This is an optimization exercise on Yosys and OpenROAD, whose aim is a short achievable clock period and few clock cycles, not a production implementation. Only simulation tests tie the RTL to the original design; equivalence was not proved. No activity file was given, so power comes from the tool's default toggle rates.

==> violet: inputs <==
## mp3_datapath
module mp3_datapath
(
	input clk,
	input rst,
	input logic [31:0] data_mem_rdata,
	input logic [31:0] instr_mem_rdata,
	input cache_hit,
	output logic [31:0] instr_mem_addr,
	output logic [31:0] data_mem_addr,
	output logic [3:0] data_mem_byte_en,
	output logic [31:0] data_mem_wdata,
	output logic data_mem_read,
	output logic data_mem_write
);
localparam int BI = 5;               
localparam int NB = 1 << BI;         
localparam int TL = BI + 2;          
localparam int TH = 10;              
localparam int TW = TH - TL + 1;
localparam logic [6:0] OP_LUI   = 7'b0110111;
localparam logic [6:0] OP_AUIPC = 7'b0010111;
localparam logic [6:0] OP_JAL   = 7'b1101111;
localparam logic [6:0] OP_JALR  = 7'b1100111;
localparam logic [6:0] OP_BR    = 7'b1100011;
localparam logic [6:0] OP_LOAD  = 7'b0000011;
localparam logic [6:0] OP_STORE = 7'b0100011;
localparam logic [6:0] OP_IMM   = 7'b0010011;
localparam logic [6:0] OP_REG   = 7'b0110011;
logic [31:0] pc_f;
logic          btb_v   [NB];
logic [1:0]    btb_ctr [NB];
logic [TW-1:0] btb_tag [NB];
logic [15:2]   btb_tgt [NB];    
logic          btb_ret [NB];
logic [31:0]   ras;
logic        f2_v;
logic [31:0] f2_pc, f2_pn;
logic        f2_hit, f2_tk;
logic [1:0]  f2_ctr;
logic        use_ibuf;
logic [31:0] ibuf;
logic        d_v;
logic [31:0] d_ir, d_pc, d_pn;
logic        d_hit, d_tk;
logic [1:0]  d_ctr;
logic        e_v;
logic [4:0]  e_rd;
logic        e_wr, e_load, e_store, e_br, e_jal, e_jalr, e_pre_sel, e_sub, e_sra;
logic [2:0]  e_f3;
logic [31:0] e_a, e_b, e_sd, e_pre, e_pc, e_pc4, e_tgt, e_pn;
logic [2:0]  e_fa, e_fb, e_fs;
logic [8:0]  e_sel9;        
logic [8:0]  e_sela, e_sels;  
logic [8:0]  e_rs;          
logic        e_eq_tgt, e_eq_pc4;
logic        e_hit, e_ret;
logic [1:0]  e_ctr;
logic        m_v, m_wr, m_load;
logic [4:0]  m_rd;
logic [31:0] m_res;
logic [2:0]  m_f3;
logic        w_v, w_wr, w_load;
logic [4:0]  w_rd;
logic [31:0] w_res;
logic [2:0]  w_f3;
logic [1:0]  w_a;
logic        w2_we;
logic [4:0]  w2_rd;
logic [31:0] w2_res;
  ...
clock: 15.0 ns
lec_check: 0
abc_clock_period_in_ps: 4000
cap_margin: 20
core_margin: 2
core_utilization: 35
slew_margin: 20
standard.sh (not shown) runs the stock make flow with config.mk's settings and CLKGATE_MAP_FILE= SYNTH_SCRIPT=/design/flow/synth_recipe.tcl, a recipe that flattens the netlist after the stock synthesis.
==> flow/flow/run.sh <==
#!/bin/bash
# Standard ORFS layout; repair_timing aims for setup slack well beyond the
# clock period's needs so the achieved period is pushed down.
set -euo pipefail
bash standard.sh SETUP_SLACK_MARGIN=11 finish > flow_make.log 2>&1
==> inputs of indigo, as changes to violet <==
--- a/flow/design.v
+++ b/flow/design.v
@@ -1147,38 +1147,10 @@
 	fwd = ({32{s[0]}} & m_res) | ({32{s[1]}} & w2_res) | ({32{s[2]}} & r);
 endfunction
 assign x_a  = fwd(e_a, e_fa);
 assign x_b  = fwd(e_b, e_fb);
 assign x_sd = fwd(e_sd, e_fs);
-function automatic logic [31:0] ks_sum(input logic [31:0] a, input logic [31:0] b, input logic cin);
-	logic [31:0] p, g, gg, pp;
-	p = a ^ b;
-	g = a & b;
-	gg = g;
-	pp = p;
-	gg[0] = g[0] | (p[0] & cin);
-	for (int k = 0; k < 5; k++)
-		for (int i = 31; i >= (1 << k); i--) begin
-			gg[i] = gg[i] | (pp[i] & gg[i - (1 << k)]);
-			pp[i] = pp[i] & pp[i - (1 << k)];
-		end
-	ks_sum = p ^ {gg[30:0], cin};
-endfunction
-function automatic logic ks_geu(input logic [31:0] a, input logic [31:0] b);
-	logic [31:0] p, g, gg, pp;
-	p = ~(a ^ b);
-	g = a & ~b;
-	gg = g;
-	pp = p;
-	gg[0] = g[0] | p[0];
-	for (int k = 0; k < 5; k++)
-		for (int i = 31; i >= (1 << k); i--) begin
-			gg[i] = gg[i] | (pp[i] & gg[i - (1 << k)]);
-			pp[i] = pp[i] & pp[i - (1 << k)];
-		end
-	ks_geu = gg[31];
-endfunction
 logic [2:0][31:0] src_a, src_b;
 logic [8:0][31:0] suma9, sums9;
 logic [8:0]       eq9, lt9, ltu9;
 assign src_a[0] = m_res;
 assign src_a[1] = w2_res;
@@ -1187,15 +1159,15 @@
 assign src_b[1] = w2_res;
 assign src_b[2] = e_b;
 always_comb begin
 	for (int i = 0; i < 3; i++)
 		for (int j = 0; j < 3; j++) begin
-			suma9[3*i+j] = ks_sum(src_a[i], src_b[j], 1'b0);
-			sums9[3*i+j] = ks_sum(src_a[i], ~src_b[j], 1'b1);
+			suma9[3*i+j] = src_a[i] + src_b[j];
+			sums9[3*i+j] = src_a[i] - src_b[j];
 			eq9[3*i+j]  = src_a[i] == src_b[j];
-			ltu9[3*i+j] = ~ks_geu(src_a[i], src_b[j]);
-			lt9[3*i+j]  = ltu9[3*i+j] ^ src_a[i][31] ^ src_b[j][31];
+			lt9[3*i+j]  = $signed(src_a[i]) < $signed(src_b[j]);
+			ltu9[3*i+j] = src_a[i] < src_b[j];
 		end
 	x_sum = 32'd0;
 	for (int k = 0; k < 9; k++) x_sum = x_sum | ({32{e_sela[k]}} & suma9[k]) | ({32{e_sels[k]}} & sums9[k]);
 	x_eq  = |(e_sel9 & eq9);
 	x_lt  = |(e_sel9 & lt9);
@@ -1325,13 +1297,39 @@
 		data_mem_wdata   <= x_wdata;
 		data_mem_byte_en <= x_be;
 	end
 end
 always_ff @(posedge clk) begin
-	if (cache_hit) begin
+	if (rst) begin
+		e_a <= '0;
+		e_b <= '0;
+		e_sd <= '0;
+		e_pre <= '0;
+		e_tgt <= '0;
+		e_pc4 <= '0;
+		e_pn <= '0;
+		e_fa <= '0;
+		e_fb <= '0;
+		e_fs <= '0;
+		e_sel9 <= '0;
+		e_sela <= '0;
+		e_sels <= '0;
+		e_rs <= '0;
+		e_f3 <= '0;
+		e_sub <= '0;
+		e_sra <= '0;
+		e_eq_tgt <= '0;
+		e_eq_pc4 <= '0;
+		e_jalr <= '0;
+		e_jal <= '0;
+		e_br <= '0;
+		w_res <= '0;
+		w2_res <= '0;
+		d_ir <= '0;
+	end else if (cache_hit) begin
 		if (stall && f2_v && !use_ibuf) ibuf <= instr_mem_rdata;
-		if (d_v && !stall && (d_jal || d_jalr) && d_rdf != 5'd0) ras <= d_pc4;
+		if (d_v && (d_jal || d_jalr) && d_rdf != 5'd0) ras <= d_pc4;
 		if (!stall) begin
 			f2_pc  <= pc_f;
 			f2_pn  <= f_pn;
 			f2_hit <= f_hit;
 			f2_tk  <= f_taken;
==> notes <==
Between indigo and violet, the lower wire length is in violet (gap 10%, measured against violet). Of indigo and violet, indigo has the higher global-route usage (gap 3.1 points). Against violet, the critical path depth of indigo is higher by 5. In indigo the setup slack is higher than in violet, by 0.18 ns. In flip-flop and latch count, indigo and violet do not differ.
==> figures <==
	indigo	violet
Routed wire per std cell	37.3 um	35.2 um
Dominant kind of cell by area	multi-input gates	sequential cells
Status	timing/DRC/antenna clean	timing/DRC/antenna clean
Post-layout util	43.5%	43.7%
Total power per unit cell area	106 nW/um^2	118 nW/um^2
Layout overhead on the synthesized area	23.4%	24.4%
Number of placed cells counting well taps	17.6k	16.8k
WHS Endpoint	d_pn[22]	d_pc[0]
Post-synthesis xor/xnor area fraction	4.11%	4.08%
Die Span X	652 um	650 um
Overall power consumption	19200 uW	21500 uW
Distinct cell type count after synthesis	106	101
Testbench counts of violet, summed over its fixed seeds: cycles 66,023.
Testbench counts of indigo, summed over its fixed seeds: cycles 66,023.


==> inputs of nickel <==
Another version of the RTL of mp3_datapath (not shown whole).
export LEC_CHECK = 0
export ABC_CLOCK_PERIOD_IN_PS = 4000
export CAP_MARGIN = 20
export CORE_MARGIN = 2
export CORE_UTILIZATION = 35
export SLEW_MARGIN = 20
create_clock -name core_clock -period 15.0 [get_ports {clk}]
Scripts as last shown in full above: flow/flow/run.sh
==> inputs of sierra, as changes to nickel <==
--- a/flow/design.v
+++ b/flow/design.v
@@ -962,17 +962,17 @@
 	output logic [3:0] data_mem_byte_en,
 	output logic [31:0] data_mem_wdata,
 	output logic data_mem_read,
 	output logic data_mem_write
 );
 localparam int BI = 5;               
 localparam int NB = 1 << BI;         
 localparam int TL = BI + 2;          
-localparam int TH = 10;              
+localparam int TH = 15;              
 localparam int TW = TH - TL + 1;
 localparam logic [6:0] OP_LUI   = 7'b0110111;
 localparam logic [6:0] OP_AUIPC = 7'b0010111;
 localparam logic [6:0] OP_JAL   = 7'b1101111;
 localparam logic [6:0] OP_JALR  = 7'b1100111;
 localparam logic [6:0] OP_BR    = 7'b1100011;
 localparam logic [6:0] OP_LOAD  = 7'b0000011;
 localparam logic [6:0] OP_STORE = 7'b0100011;
@@ -999,17 +999,16 @@
 logic [4:0]  e_rd;
 logic        e_wr, e_load, e_store, e_br, e_jal, e_jalr, e_pre_sel, e_sub, e_sra;
 logic [2:0]  e_f3;
 logic [31:0] e_a, e_b, e_sd, e_pre, e_pc, e_pc4, e_tgt, e_pn;
 logic [2:0]  e_fa, e_fb, e_fs;
 logic [8:0]  e_sel9;        
 logic [8:0]  e_sela, e_sels;  
 logic [8:0]  e_rs;          
-logic [8:0]  e_rsa, e_rss;   
 logic        e_eq_tgt, e_eq_pc4;
 logic        e_hit, e_ret;
 logic [1:0]  e_ctr;
 logic        m_v, m_wr, m_load;
 logic [4:0]  m_rd;
 logic [31:0] m_res;
 logic [2:0]  m_f3;
 logic        w_v, w_wr, w_load;
@@ -1027,29 +1026,20 @@
 logic [1:0]    u_ctr;
 logic [31:0] rf [32];
 logic [BI-1:0] f_idx;
 logic          f_hit, f_taken;
 logic [31:0]   f_pn;
 logic [1:0]    f_ctr;
 assign instr_mem_addr = pc_f;
 assign f_idx = pc_f[TL-1:2];
-logic [NB-1:0] f_hitv, f_tkv;
-always_comb
-	for (int i = 0; i < NB; i++) begin
-		f_hitv[i] = btb_v[i] && (btb_tag[i] == pc_f[TH:TL]);
-		f_tkv[i]  = f_hitv[i] && btb_ctr[i][1];
-	end
-assign f_hit = f_hitv[f_idx];
+assign f_hit = btb_v[f_idx] && (btb_tag[f_idx] == pc_f[TH:TL]);
 assign f_ctr = btb_ctr[f_idx];
-assign f_taken = f_tkv[f_idx];
-logic [31:0]   f_btb, f_pc4;
-assign f_btb = btb_ret[f_idx] ? ras : {pc_f[31:16], btb_tgt[f_idx], 2'b00};
-assign f_pc4 = pc_f + 32'd4;
-assign f_pn = f_taken ? f_btb : f_pc4;
+assign f_taken = f_hit && f_ctr[1];
+assign f_pn = f_taken ? (btb_ret[f_idx] ? ras : {pc_f[31:16], btb_tgt[f_idx], 2'b00}) : pc_f + 32'd4;
 logic [31:0] f2_ins;
 assign f2_ins = use_ibuf ? ibuf : instr_mem_rdata;
 logic [6:0]  d_op;
 logic [2:0]  d_f3;
 logic [4:0]  d_rs1, d_rs2, d_rdf;
 logic        d_lui, d_auipc, d_jal, d_jalr, d_br, d_load, d_store, d_imm, d_reg;
 logic        d_use1, d_use2, d_wr;
 logic [31:0] d_iimm, d_simm, d_bimm, d_uimm, d_jimm, d_imm_v;
@@ -1145,79 +1135,46 @@
 logic [31:0] x_wdata;
 logic [3:0]  x_be;
 function automatic logic [31:0] fwd(input logic [31:0] r, input logic [2:0] s);
 	fwd = ({32{s[0]}} & m_res) | ({32{s[1]}} & w2_res) | ({32{s[2]}} & r);
 endfunction
 assign x_a  = fwd(e_a, e_fa);
 assign x_b  = fwd(e_b, e_fb);
 assign x_sd = fwd(e_sd, e_fs);
-function automatic logic [31:0] ks_sum(input logic [31:0] a, input logic [31:0] b, input logic cin);
-	logic [31:0] p, g, gg, pp;
-	p = a ^ b;
-	g = a & b;
-	gg = g;
-	pp = p;
-	gg[0] = g[0] | (p[0] & cin);
-	for (int k = 0; k < 5; k++)
-		for (int i = 31; i >= (1 << k); i--) begin
-			gg[i] = gg[i] | (pp[i] & gg[i - (1 << k)]);
-			pp[i] = pp[i] & pp[i - (1 << k)];
-		end
-	ks_sum = p ^ {gg[30:0], cin};
-endfunction
-function automatic logic ks_geu(input logic [31:0] a, input logic [31:0] b);
-	logic [31:0] p, g, gg, pp;
-	p = ~(a ^ b);
-	g = a & ~b;
-	gg = g;
-	pp = p;
-	gg[0] = g[0] | p[0];
-	for (int k = 0; k < 5; k++)
-		for (int i = 31; i >= (1 << k); i--) begin
-			gg[i] = gg[i] | (pp[i] & gg[i - (1 << k)]);
-			pp[i] = pp[i] & pp[i - (1 << k)];
-		end
-	ks_geu = gg[31];
-endfunction
 logic [2:0][31:0] src_a, src_b;
 logic [8:0][31:0] suma9, sums9;
 logic [8:0]       eq9, lt9, ltu9;
 assign src_a[0] = m_res;
 assign src_a[1] = w2_res;
 assign src_a[2] = e_a;
 assign src_b[0] = m_res;
 assign src_b[1] = w2_res;
 assign src_b[2] = e_b;
 always_comb begin
 	for (int i = 0; i < 3; i++)
 		for (int j = 0; j < 3; j++) begin
-			suma9[3*i+j] = ks_sum(src_a[i], src_b[j], 1'b0);
-			sums9[3*i+j] = ks_sum(src_a[i], ~src_b[j], 1'b1);
+			suma9[3*i+j] = src_a[i] + src_b[j];
+			sums9[3*i+j] = src_a[i] - src_b[j];
 			eq9[3*i+j]  = src_a[i] == src_b[j];
-			ltu9[3*i+j] = ~ks_geu(src_a[i], src_b[j]);
-			lt9[3*i+j]  = ltu9[3*i+j] ^ src_a[i][31] ^ src_b[j][31];
+			lt9[3*i+j]  = $signed(src_a[i]) < $signed(src_b[j]);
+			ltu9[3*i+j] = src_a[i] < src_b[j];
 		end
 	x_sum = 32'd0;
 	for (int k = 0; k < 9; k++) x_sum = x_sum | ({32{e_sela[k]}} & suma9[k]) | ({32{e_sels[k]}} & sums9[k]);
 	x_eq  = |(e_sel9 & eq9);
 	x_lt  = |(e_sel9 & lt9);
 	x_ltu = |(e_sel9 & ltu9);
 end
 assign x_sll = x_a << x_b[4:0];
 logic [31:0] x_sra, x_srl;
 assign x_sra = $signed(x_a) >>> x_b[4:0];
 assign x_srl = x_a >> x_b[4:0];
 assign x_sr  = e_sra ? x_sra : x_srl;
-logic [31:0] x_addres;
-always_comb begin
-	x_addres = 32'd0;
-	for (int k = 0; k < 9; k++) x_addres = x_addres | ({32{e_rsa[k]}} & suma9[k]) | ({32{e_rss[k]}} & sums9[k]);
-end
-assign x_res = x_addres |
+assign x_res = ({32{e_rs[0]}} & x_sum) |
                ({32{e_rs[1]}} & x_sll) |
                ({32{e_rs[2]}} & {31'd0, x_lt}) |
                ({32{e_rs[3]}} & {31'd0, x_ltu}) |
                ({32{e_rs[4]}} & (x_a ^ x_b)) |
                ({32{e_rs[5]}} & x_sr) |
                ({32{e_rs[6]}} & (x_a | x_b)) |
                ({32{e_rs[7]}} & (x_a & x_b)) |
                ({32{e_rs[8]}} & e_pre);
@@ -1264,26 +1221,22 @@
 		default: l_val = data_mem_rdata;
 	endcase
 end
 logic redirect, stall;
 logic pend;
 logic [31:0] p_tgt;
 assign redirect = x_mis | pend;
 logic [31:0] pc_norm, pc_t, pc_n, pc_next;
-logic [31:0] pc_other;
-logic        f_use;
 always_comb begin
-	if (pend) pc_other = p_tgt;
-	else if (stall) pc_other = pc_f;
-	else if (d_redir) pc_other = d_rtgt;
-	else pc_other = f_pc4;
+	if (pend) pc_norm = p_tgt;
+	else if (stall) pc_norm = pc_f;
+	else if (d_redir) pc_norm = d_rtgt;
+	else pc_norm = f_pn;
 end
-assign f_use = f_taken & ~pend & ~stall & ~d_redir;
-assign pc_norm = f_use ? f_btb : pc_other;
 assign mis_t = e_v & ~pend & ~e_jalr & ~e_eq_tgt;
 assign mis_n = e_v & ~pend & ~e_jalr & ~e_eq_pc4;
 assign pc_t = mis_t ? e_tgt : pc_norm;
 assign pc_n = mis_n ? e_pc4 : pc_norm;
 assign pc_next = x_taken ? pc_t : pc_n;
 assign stall = d_hz;
 always_ff @(posedge clk) begin
 	if (rst) begin
@@ -1294,19 +1247,16 @@
 		e_v <= 1'b0;
 		m_v <= 1'b0;
 		w_v <= 1'b0;
 		w2_we <= 1'b0;
 		u_we <= 1'b0;
 		pend <= 1'b0;
 		data_mem_read <= 1'b0;
 		data_mem_write <= 1'b0;
-		data_mem_addr <= 32'd0;
-		data_mem_wdata <= 32'd0;
-		data_mem_byte_en <= 4'd0;
 	end else if (cache_hit) begin
 		pend <= x_mis_j & ~pend;
 		pc_f <= pc_next;
 		if (redirect) begin
 			f2_v <= 1'b0;
 			use_ibuf <= 1'b0;
 			d_v <= 1'b0;
 		end else if (stall) begin
@@ -1322,53 +1272,22 @@
 		end
 		e_v <= d_v & ~stall & ~redirect;
 		m_v <= e_v & ~pend;
 		w_v <= m_v;
 		w2_we <= w_v & w_wr;
 		u_we <= e_v & ~pend & ((e_br | e_jal | e_jalr) ? (x_taken | e_hit) : e_hit);
 		data_mem_read <= e_v & ~pend & e_load;
 		data_mem_write <= e_v & ~pend & e_store;
-		data_mem_addr    <= x_sum;
-		data_mem_wdata   <= x_wdata;
-		data_mem_byte_en <= x_be;
 	end
 end
 always_ff @(posedge clk) begin
-	if (rst) begin
-		e_a <= '0;
-		e_b <= '0;
-		e_sd <= '0;
-		e_pre <= '0;
-		e_tgt <= '0;
-		e_pc4 <= '0;
-		e_pn <= '0;
-		e_fa <= '0;
-		e_fb <= '0;
-		e_fs <= '0;
-		e_sel9 <= '0;
-		e_sela <= '0;
-		e_sels <= '0;
-		e_rs <= '0;
-		e_rsa <= '0;
-		e_rss <= '0;
-		e_f3 <= '0;
-		e_sub <= '0;
-		e_sra <= '0;
-		e_eq_tgt <= '0;
-		e_eq_pc4 <= '0;
-		e_jalr <= '0;
-		e_jal <= '0;
-		e_br <= '0;
-		w_res <= '0;
-		w2_res <= '0;
-		d_ir <= '0;
-	end else if (cache_hit) begin
+	if (cache_hit) begin
 		if (stall && f2_v && !use_ibuf) ibuf <= instr_mem_rdata;
-		if (d_v && (d_jal || d_jalr) && d_rdf != 5'd0) ras <= d_pc4;
+		if (d_v && !stall && (d_jal || d_jalr) && d_rdf != 5'd0) ras <= d_pc4;
 		if (!stall) begin
 			f2_pc  <= pc_f;
 			f2_pn  <= f_pn;
 			f2_hit <= f_hit;
 			f2_tk  <= f_taken;
 			f2_ctr <= f_ctr;
 			d_ir  <= f2_ins;
 			d_pc  <= f2_pc;
@@ -1393,18 +1312,16 @@
 		e_sd      <= d_r2;
 		e_fa      <= d_fa;
 		e_fb      <= d_fbx;
 		for (int i = 0; i < 3; i++)
 			for (int j = 0; j < 3; j++) begin
 				e_sel9[3*i+j] <= d_fa[i] & d_fbx[j];
 				e_sela[3*i+j] <= d_fa[i] & d_fbx[j] & ~d_sub;
 				e_sels[3*i+j] <= d_fa[i] & d_fbx[j] & d_sub;
-				e_rsa[3*i+j]  <= d_fa[i] & d_fbx[j] & ~d_sub & d_rs[0];
-				e_rss[3*i+j]  <= d_fa[i] & d_fbx[j] & d_sub & d_rs[0];
 			end
 		e_rs      <= d_rs;
 		e_fs      <= d_fb;
 		e_pre     <= d_pre;
 		e_pc      <= d_pc;
 		e_pc4     <= d_pc4;
 		e_tgt     <= d_tgt;
 		e_pn      <= d_pn2;
@@ -1413,16 +1330,19 @@
 		e_hit     <= d_hit;
 		e_ret     <= d_ret;
 		e_ctr     <= d_ctr;
 		m_wr   <= e_wr;
 		m_load <= e_load;
 		m_rd   <= e_rd;
 		m_res  <= x_res;
 		m_f3   <= e_f3;
+		data_mem_addr    <= x_sum;
+		data_mem_wdata   <= x_wdata;
+		data_mem_byte_en <= x_be;
 		w_wr   <= m_wr;
 		w_load <= m_load;
 		w_rd   <= m_rd;
 		w_res  <= m_res;
 		w_f3   <= m_f3;
 		w_a    <= data_mem_addr[1:0];
 		w2_rd  <= w_rd;
 		w2_res <= w_load ? l_val : w_res;
- CTS_CLUSTER_SIZE: default -> 30
==> results.txt <==
- Sequential share of layout area: nickel is lower than sierra (4.7 points).
- Against sierra, the sequential cell count of nickel is lower by 124.
- sierra ran to the end with no violations. nickel finished clean.
- Between sierra and nickel, the lower count of clock-buffer cells in the layout is in nickel (gap 19).
- Register-to-register slack: nickel is lower than sierra (60 ps).
- Clock power: sierra is larger than nickel (about 1%).
- Between sierra and nickel, the lower combinational power is in nickel (gap about 23%, measured against nickel).
- In sierra the core utilization is lower than in nickel, by 0.060 points.
==> figures <==
| quantity | nickel | sierra |
|---|---|---|
| Sequential share of cell area | 0.392 | 0.438 |
| Outcome | timing/DRC/antenna clean | timing/DRC/antenna clean |
| Leakage dissipation | 0.0657 uW | 0.0633 uW |
| Wire length of the first global-routing pass | 979 mm | 837 mm |
| Final core occ | 0.432 | 0.431 |
| Layout buffering overhead excluding clock cells | 0.0753 | 0.0717 |
| Number of buffers inserted by post-CTS setup repair | 455 | 497 |
| Post-route design area | 186000 um^2 | 184000 um^2 |
| CP max stage delay | 470 ps | 540 ps |
| Half-perimeter wire length after detailed placement | 488 mm | 399 mm |
| WP depth | 20 | 18 |
| Effective utilization at floorplan | 0.351 | 0.351 |
| Total number of multi-input combinational cells | 8866 | 7420 |
| Relative slew slack | 0.0777 | 0.156 |
| Pre-CTS setup slack | 8320 ps | 8100 ps |
| Power dissipated in the clock network | 7260 uW | 7330 uW |
Testbench counts of nickel, summed over its fixed seeds: cycles 66,023.
Testbench counts of sierra, summed over its fixed seeds: cycles 66,023.

[re-timing with driven ports]
How much do the figures lean on ideal ports? The routed layouts below were timed once more, with nothing changed but the port constraints.
Step 1 sets driving cells, clkbuf_16 on the clock port and buf_2 on the other inputs (assumed; they add their load-dependent delay and slew).
Step 2 moves the port delays by t, midway between the first and last clock arrival at a register: inputs arrive t later, outputs are due t later. That takes back most of the time a late clock gives input paths.
Slacks: no drivers / after step 1 / after step 2; pairs: no drivers / after step 1.
run	t (ns)	slack for setup (ns)	worst slew at a driven data input, ns
violet	1.041	9.869 / 9.869 / 9.224	0.55
indigo	1.071	10.045 / 10.045 / 9.183	0.46
nickel	1.034	10.049 / 10.049 / 9.766	0.30
sierra	1.057	10.108 / 10.108 / 9.418	0.42
After both steps setup and hold are still met in every run listed. The setup slack of indigo, which loses most, moves by 0.000 ns with the drivers and by -0.862 ns with both steps.
